Context: an optimization exercise on an open-source flow, tuned for small area, a short achievable clock period and few clock cycles. The choices shown serve that exercise and are no tape-out recipe. Where RTL was checked, it was by simulation tests only, not by an equivalence proof against the original. No activity file was given, so power comes from the tool's default toggle rates.

== P ==
Design medianFilter, start of the top module:
module medianFilter(
	output	[7:0]		out,
	output 	[18:0]	out_address,
	output				out_valid,
	output	[18:0]	address_a,
	output	[18:0]	address_b,
	input		[7:0]		q_a,
	input		[7:0]		q_b,
	input					clk,
	input 				rst
);
Size: about 1000 cells after synthesis, roughly 220 flip-flops, roughly 84 I/O pins.
==> flow/config.mk <==
export PLATFORM = sky130hd
export DESIGN_NAME = medianFilter
export DESIGN_NICKNAME = medianFilter
export VERILOG_FILES = /design/flow/design.v
export SDC_FILE = /design/flow/constraint.sdc
export NUM_CORES = 4
export LEC_CHECK = 0
export CAP_MARGIN = 20
export CORE_MARGIN = 2
export CORE_UTILIZATION = 60
export CTS_BUF_LIST = sky130_fd_sc_hd__clkbuf_16
export CTS_CLUSTER_DIAMETER = 100
export CTS_CLUSTER_SIZE = 30
export PLACE_DENSITY = 0.75
export SETUP_SLACK_MARGIN = 4.8
export SLEW_MARGIN = 20
==> flow/constraint.sdc <==
create_clock -name core_clock -period 7.0 [get_ports {clk}]
set_input_delay 1.4000 -clock core_clock [delete_from_list [all_inputs] [get_ports {clk}]]
set_output_delay 1.4000 -clock core_clock [all_outputs]
set_load 0.01 [all_outputs]
run.sh (not shown) runs the stock make flow with config.mk's settings and CLKGATE_MAP_FILE= SYNTH_SCRIPT=/design/flow/synth_recipe.tcl, a recipe that flattens the netlist after the stock synthesis.
Testbench counts of P, summed over its fixed seeds: cycles 1,843,232.
[inputs] Q vs P
Settings: SETUP_SLACK_MARGIN: 4.8 -> 4.3.
### Flow results
- Row layout overhead on the synthesized area: Q lower / P higher
- [Q] clock period minus worst slack rose 0.16 ns relative to P
- Compare Q and P | final clock period utilization by the worst path higher: Q
- Delta (Q minus P): number of non-filler instances in the completed layout -6.3%, share of synthesized cell area in full adder, half adder and majority cells was more or less identical, signal arrival time at the worst endpoint shows an increase of 0.16 ns.
The following lists how R was set up differently from Q:
Settings: changing SETUP_SLACK_MARGIN from 4.3 to 4.5.
Notes after the runs:
- Diff Q -> R: critical path depth has remained practically unchanged; sequential power has remained practically unchanged; slew at the pin closest to its max-slew limit has remained practically unchanged.
- Looking at final wirelength across Q and R, the one that comes out higher is R.
- Diff Q..R | clock tree cell share of total cell area | negligible
- Sum of internal, switching and leakage power: R vs Q up 1.5%
- Share of total power in combinational logic (lower): Q
- Going from Q to R, portion of the clock cycle consumed by the worst path in the final layout lower, overall track demand over capacity in global routing has increased, arrival time of the worst setup path saw a decrease.

---

willow:
Another version of the RTL of medianFilter (not shown whole).
Size in the first run: roughly 1,100 cells after synthesis, about 84 I/O pins, roughly 11,000 um2 of cells after synthesis.
clock: 7.0 ns
lec_check: 0
cap_margin: 20
core_margin: 2
core_utilization: 60
place_density: 0.75
setup_slack_margin: 4.5
slew_margin: 20
In summary, willow completed successfully, with a layout that passed the timing, design-rule and antenna checks.
Input changes introduced in xenon (baseline for comparison: willow):
# willow
export LEC_CHECK = 0
export CAP_MARGIN = 20
export CORE_MARGIN = 2
export CORE_UTILIZATION = 60
export PLACE_DENSITY = 0.75
export SETUP_SLACK_MARGIN = 4.5
export SLEW_MARGIN = 20
create_clock -name core_clock -period 7.0 [get_ports {clk}]
# xenon
export LEC_CHECK = 0
export CAP_MARGIN = 20
export CORE_MARGIN = 2
export CORE_UTILIZATION = 60
export CTS_BUF_LIST = sky130_fd_sc_hd__clkbuf_16
export CTS_CLUSTER_DIAMETER = 100
export CTS_CLUSTER_SIZE = 30
export PLACE_DENSITY = 0.75
export SETUP_SLACK_MARGIN = 4.5
export SLEW_MARGIN = 20
create_clock -name core_clock -period 7.0 [get_ports {clk}]
Notes after the runs:
Switching power in xenon is about 14% below willow.
Sequential share of layout area for xenon is higher than for willow.
When the final numbers for willow and xenon were put side by side, the pin slew with the least headroom to its limit turned out to be smaller in xenon.
Looking at met3 track demand over resource, xenon sits 1.3 points below willow.
willow leaves less setup margin than xenon.
For the sequential share of power, xenon came in 9.8 points higher than willow did.
Switching part of the total power: willow and xenon compared, higher one is xenon
No functional check of the RTL was part of any run of this note.

---

The RTL this note starts from:
==> flow/design.v <==
module ge8(input [7:0] a, b, output y);
wire [7:0] g0 = a & ~b, l0 = ~a & b;
wire [3:0] g1, l1;
wire [1:0] g2, l2;
genvar i;
generate for (i = 0; i < 4; i = i + 1) begin : m1
	assign g1[i] = g0[2*i+1] | ~l0[2*i+1] & g0[2*i];
	assign l1[i] = l0[2*i+1] | ~g0[2*i+1] & l0[2*i];
end endgenerate
generate for (i = 0; i < 2; i = i + 1) begin : m2
	assign g2[i] = g1[2*i+1] | ~l1[2*i+1] & g1[2*i];
	assign l2[i] = l1[2*i+1] | ~g1[2*i+1] & l1[2*i];
end endgenerate
assign y = ~(l2[1] | ~g2[1] & l2[0]);
endmodule
module comparator_9(
	input	[7:0]	l_lo, l_md, l_hi,
	input	[7:0]	c_lo, c_md, c_hi,
	input	[7:0]	r_lo, r_md, r_hi,
	input			lc_lo, lc_md, lc_hi,
	output			cr_lo, cr_md, cr_hi,
	output	[7:0]	x, y, z
);
wire lr_lo, lr_md, lr_hi;
ge8 g0(.a(c_lo), .b(r_lo), .y(cr_lo));
ge8 g1(.a(c_md), .b(r_md), .y(cr_md));
ge8 g2(.a(c_hi), .b(r_hi), .y(cr_hi));
ge8 g3(.a(l_lo), .b(r_lo), .y(lr_lo));
ge8 g4(.a(l_md), .b(r_md), .y(lr_md));
ge8 g5(.a(l_hi), .b(r_hi), .y(lr_hi));
assign x = (lc_lo & lr_lo) ? l_lo : (!lc_lo & cr_lo) ? c_lo : r_lo;
assign y = (lc_md ^ lr_md) ? l_md : (lc_md ^ cr_md) ? r_md : c_md;
assign z = (!lc_hi & !lr_hi) ? l_hi : (lc_hi & !cr_hi) ? c_hi : r_hi;
endmodule
module med3(input [7:0] a, b, c, output [7:0] y);
wire ab, ac, bc;
ge8 g0(.a(a), .b(b), .y(ab));
ge8 g1(.a(a), .b(c), .y(ac));
ge8 g2(.a(b), .b(c), .y(bc));
assign y = (ab ^ ac) ? a : (ab ^ bc) ? c : b;
endmodule
module sort3(
	input	[7:0]	a, m, b,
	input			am, ab, mb,
	output	[7:0]	lo, md, hi,
	output			m_lo, m_hi
);
assign hi = (am & ab) ? a : (!am & mb) ? m : b;
assign lo = (!am & !ab) ? a : (am & !mb) ? m : b;
assign md = (am ^ ab) ? a : (am ^ mb) ? b : m;
assign m_hi = !am & mb;
assign m_lo = am & !mb;
endmodule
module CU(
	input						clk,
	input						rst,
	output reg	[2:0]		ph,			 
	output reg	[17:0]	rd_pair,		 
	output reg				border,		 
	output reg	[18:0]	out_address,
	output reg				out_valid
);
localparam NPAIR = 153600;            
localparam RD_START = 18'd261904;     
localparam RD_LAST  = 18'd153839;     
reg	[1:0]	warm;                       
reg	[3:0]	m15;                        
wire [17:0] opair = out_address[18:1];
wire row_first = ~|opair[17:8] & ~&opair[7:4] & ~(opair[7:4] == 4'hE & &opair[3:0]);
wire row_last = (opair[17:8] == 10'h257) & (|opair[7:4] | &opair[3:0]);
wire row_border = row_first | row_last;
wire rd_wrap = &(rd_pair | ~RD_LAST);
wire op_wrap = &(opair | ~(NPAIR - 1));
reg first;
always @(posedge clk or negedge rst) begin
	if (!rst) begin
		first <= 1'b1;
		ph <= 3'b001;
		warm <= 2'd0;
		m15 <= 4'd0;
		out_valid <= 1'b0;
	end else begin
		first <= 1'b0;
		ph <= {ph[1:0], ph[2]};
		if (ph[2] && warm != 2'd3) warm <= warm + 2'd1;
		if (ph[1] && warm == 2'd3 && &opair[3:0])
			m15 <= (m15 == 4'd14) ? 4'd0 : m15 + 4'd1;
		out_valid <= (ph[1] && warm[1]) || (ph[0] && warm == 2'd3);
	end
end
always @(posedge clk) begin
	if (first)
		rd_pair <= 18'd0;
	else if (ph[2])
		rd_pair <= rd_wrap ? RD_START : rd_pair - 18'd479;
	else
		rd_pair <= rd_pair + 18'd240;
	if (first)
		out_address[18:1] <= 18'd0;
	else if (ph[1] && warm == 2'd3)
		out_address[18:1] <= op_wrap ? 18'd0 : opair + 18'd1;
	out_address[0] <= (ph[0]);
	border <= row_border || (m15 == 4'd14 && opair[3:1] == 3'b111 && (opair[0] == ph[2]));
end
endmodule
module DU(
	input						clk,
	input			[2:0]		ph,			 
	input						border,
	input			[7:0]		q_a,
	input			[7:0]		q_b,
	output reg	[7:0]		out
);
reg [7:0] ra;
reg [7:0] rb, b1, b2;
reg [7:0] st, sm, sb;
wire p1 = ph[1];         
wire p2 = ph[2];         
wire shift = !ph[0];     
reg s_am, s_ab, s_mb;
wire [7:0] st_n = p1 ? b2 : sm;
wire [7:0] sm_n = p1 ? b1 : p2 ? ra : sb;
wire [7:0] sb_n = p1 ? rb : q_a;
wire am_n, ab_n, mb_n;
ge8 c0(.a(st_n), .b(sm_n), .y(am_n));
ge8 c1(.a(st_n), .b(sb_n), .y(ab_n));
ge8 c2(.a(sm_n), .b(sb_n), .y(mb_n));
always @(posedge clk) begin
	ra <= q_a;
	rb <= q_b; b1 <= rb; b2 <= b1;
	st <= st_n;
	sm <= sm_n;
	sb <= sb_n;
	s_am <= am_n;
	s_ab <= ab_n;
	s_mb <= mb_n;
end
wire [7:0] s_lo, s_md, s_hi;
wire       s_tlo, s_thi;
sort3 srt(.a(st), .m(sm), .b(sb), .am(s_am), .ab(s_ab), .mb(s_mb), .lo(s_lo), .md(s_md), .hi(s_hi), .m_lo(s_tlo), .m_hi(s_thi));
reg [7:0] l_lo, l_md, l_hi;
reg       lc_lo, lc_md, lc_hi;    
wire      cr_lo, cr_md, cr_hi;    
reg [7:0] c_lo, c_md, c_hi;
reg       c_tlo, c_thi;
reg [7:0] r_lo, r_md, r_hi;
reg       r_tlo, r_thi;
always @(posedge clk) begin
	if (shift) begin
		l_lo <= c_lo; l_md <= c_md; l_hi <= c_hi;
		lc_lo <= cr_lo; lc_md <= cr_md; lc_hi <= cr_hi;
		c_lo <= r_lo; c_md <= r_md; c_hi <= r_hi; c_tlo <= r_tlo; c_thi <= r_thi;
		r_lo <= s_lo; r_md <= s_md; r_hi <= s_hi; r_tlo <= s_tlo; r_thi <= s_thi;
	end
end
wire [7:0] c_mid = c_tlo ? c_lo : c_thi ? c_hi : c_md;
wire [7:0] mx_lo, md_md, mn_hi;
comparator_9 cmp(
	.l_lo(l_lo), .l_md(l_md), .l_hi(l_hi),
	.c_lo(c_lo), .c_md(c_md), .c_hi(c_hi),
	.r_lo(r_lo), .r_md(r_md), .r_hi(r_hi),
	.lc_lo(lc_lo), .lc_md(lc_md), .lc_hi(lc_hi),
	.cr_lo(cr_lo), .cr_md(cr_md), .cr_hi(cr_hi),
	.x(mx_lo), .y(md_md), .z(mn_hi)
);
reg [7:0] x, y, z;
always @(posedge clk) begin
	x <= border ? c_mid : mx_lo;
	y <= border ? c_mid : md_md;
	z <= border ? c_mid : mn_hi;
end
wire [7:0] med;
med3 m3(.a(x), .b(y), .c(z), .y(med));
always @(posedge clk) out <= med;
endmodule
module medianFilter(
	output	[7:0]		out,
	output 	[18:0]	out_address,
	output				out_valid,
	output	[18:0]	address_a,
	output	[18:0]	address_b,
	input		[7:0]		q_a,
	input		[7:0]		q_b,
	input					clk,
	input 				rst
);
wire	[2:0]	ph;
wire			border;
wire	[17:0]	rd_pair;
CU cu(
	.clk				(clk),
	.rst				(rst),
	.ph				(ph),
	.rd_pair			(rd_pair),
	.border			(border),
	.out_address	(out_address),
	.out_valid		(out_valid)
);
assign address_a = {rd_pair, 1'b0};
assign address_b = {rd_pair, 1'b1};
DU du(
	.clk				(clk),
	.ph				(ph),
	.border			(border),
	.q_a				(q_a),
	.q_b				(q_b),
	.out				(out)
);
endmodule
export LEC_CHECK = 0
export CAP_MARGIN = 20
export CORE_MARGIN = 2
export CORE_UTILIZATION = 70
export CTS_BUF_LIST = sky130_fd_sc_hd__clkbuf_16
export CTS_CLUSTER_DIAMETER = 100
export CTS_CLUSTER_SIZE = 30
export PLACE_DENSITY = 0.8
export SETUP_SLACK_MARGIN = 4.6
export SLEW_MARGIN = 20
create_clock -name core_clock -period 7.0 [get_ports {clk}]
Testbench counts at the start, summed over its fixed seeds: cycles 1,843,232.
Change:
Settings changed: CORE_UTILIZATION 70 to 50, PLACE_DENSITY 0.8 to 0.7.
Power shrinks slightly.
Utilization shrinks by 23 points.
Setup slack gains 0.035 ns.
Cell count grows by a few percent.
Change:
==> flow/flow/run.sh (new file) <==
#!/bin/bash
# The standard layout, with the resizer free to swap a cell for one of another
# footprint (the platform otherwise only allows same-footprint swaps), so the
# port buffers and the logic on the critical paths can take faster cells.
set -euo pipefail
bash standard.sh MATCH_CELL_FOOTPRINT=0 finish > standard.log 2>&1
==> flow/standard.sh (new file) <==
#!/bin/bash
# synth_recipe.tcl (not shown) runs the flow's synth.tcl, then flattens the netlist and writes it again
# the make line also repeats each setting of config.mk as NAME=value (left out here)
make -C /OpenROAD-flow-scripts/flow DESIGN_CONFIG=/design/flow/config.mk WORK_HOME=/design/flow/orfs CLKGATE_MAP_FILE= SYNTH_SCRIPT=/design/flow/synth_recipe.tcl "${@:-finish}"
Settings changed: CORE_UTILIZATION 50 to 60, PLACE_DENSITY 0.7 to 0.75.
removed: flow/run.sh
After rerunning: Sequential power barely changes; routed wire length goes down by 0.63%; utilization rose by 10 points; via count came out higher by about 1.6%; clock power grows by about 1%; non-clock buffer count shrinks by 4.
Change:
==> flow/run.sh (new file) <==
#!/bin/bash
# synth_recipe.tcl (not shown) runs the flow's synth.tcl, then flattens the netlist and writes it again
# the make line also repeats each setting of config.mk as NAME=value (left out here)
make -C /OpenROAD-flow-scripts/flow DESIGN_CONFIG=/design/flow/config.mk WORK_HOME=/design/flow/orfs CLKGATE_MAP_FILE= SYNTH_SCRIPT=/design/flow/synth_recipe.tcl finish
Settings changed: SETUP_SLACK_MARGIN 4.6 to 4.7.
removed: flow/flow/run.sh
removed: flow/standard.sh
- first-iteration DRC count is lower by 14%
- power is higher by 2.8%
- sequential power hardly moves
- area after synthesis stays the same
- non-clock buffer count is higher by 30
- count of clock-buffer cells in the layout is unchanged
Change:
Settings changed: SETUP_SLACK_MARGIN 4.7 to 4.6.
What happened:
- count of clock-buffer cells in the layout is unchanged
- cell area came out lower by 4.9%
- cell count is lower by 1.9%
- via count went down by 1.3%
- hold slack barely changes
- wire length went down by 3.4%
- worst setup slack degrades by 0.010 ns
- first-iteration DRC count rose by 32%
- sequential power barely changes
- global-route usage shrinks by 0.40 points
- combinational power shrinks by about 10%

[port drivers added, routing unchanged]
Ports are ideal in the flow. The routed layouts listed here were re-timed in OpenROAD. Step 1, drivers: a clkbuf_16 drives clk and a buf_2 each remaining input, both assumed. Step 2 moves the port delays by t, midway between the first and last clock arrival at a register: inputs arrive t later, outputs are due t later. That takes back most of the time a late clock gives input paths. Three values: ideal ports, drivers, drivers and shift; two values: the first two.
run | t, ns | setup slack, ns | worst register clock-pin slew, ns | worst data-port slew with drivers (ns)
P | 0.497 | 4.499 / 4.496 / 4.010 | 0.12 / 0.12 | 0.04
Q | 0.498 | 4.335 / 4.354 / 3.856 | 0.12 / 0.12 | 0.03
R | 0.498 | 4.471 / 4.485 / 3.997 | 0.11 / 0.11 | 0.03
willow | 0.554 | 4.350 / 4.307 / 4.551 | 0.07 / 0.07 | 0.03
xenon | 0.503 | 4.373 / 4.333 / 4.561 | 0.11 / 0.11 | 0.03
the first run of note 3 | 0.502 | 4.501 / 4.501 / 4.007 | 0.11 / 0.11 | 0.05
the second run of note 3 | 0.509 | 4.537 / 4.509 / 4.039 | 0.11 / 0.11 | 0.04
the third run of note 3 | 0.499 | 4.491 / 4.502 / 4.003 | 0.11 / 0.11 | 0.04
the fourth run of note 3 | 0.497 | 4.542 / 4.502 / 4.057 | 0.12 / 0.12 | 0.04
the fifth run of note 3 | 0.499 | 4.532 / 4.519 / 4.045 | 0.11 / 0.11 | 0.04
After both steps setup and hold are still met in every run listed. For the second run of note 3, which loses most, drivers alone change the setup slack by -0.028 ns; drivers and shift together by -0.498 ns.
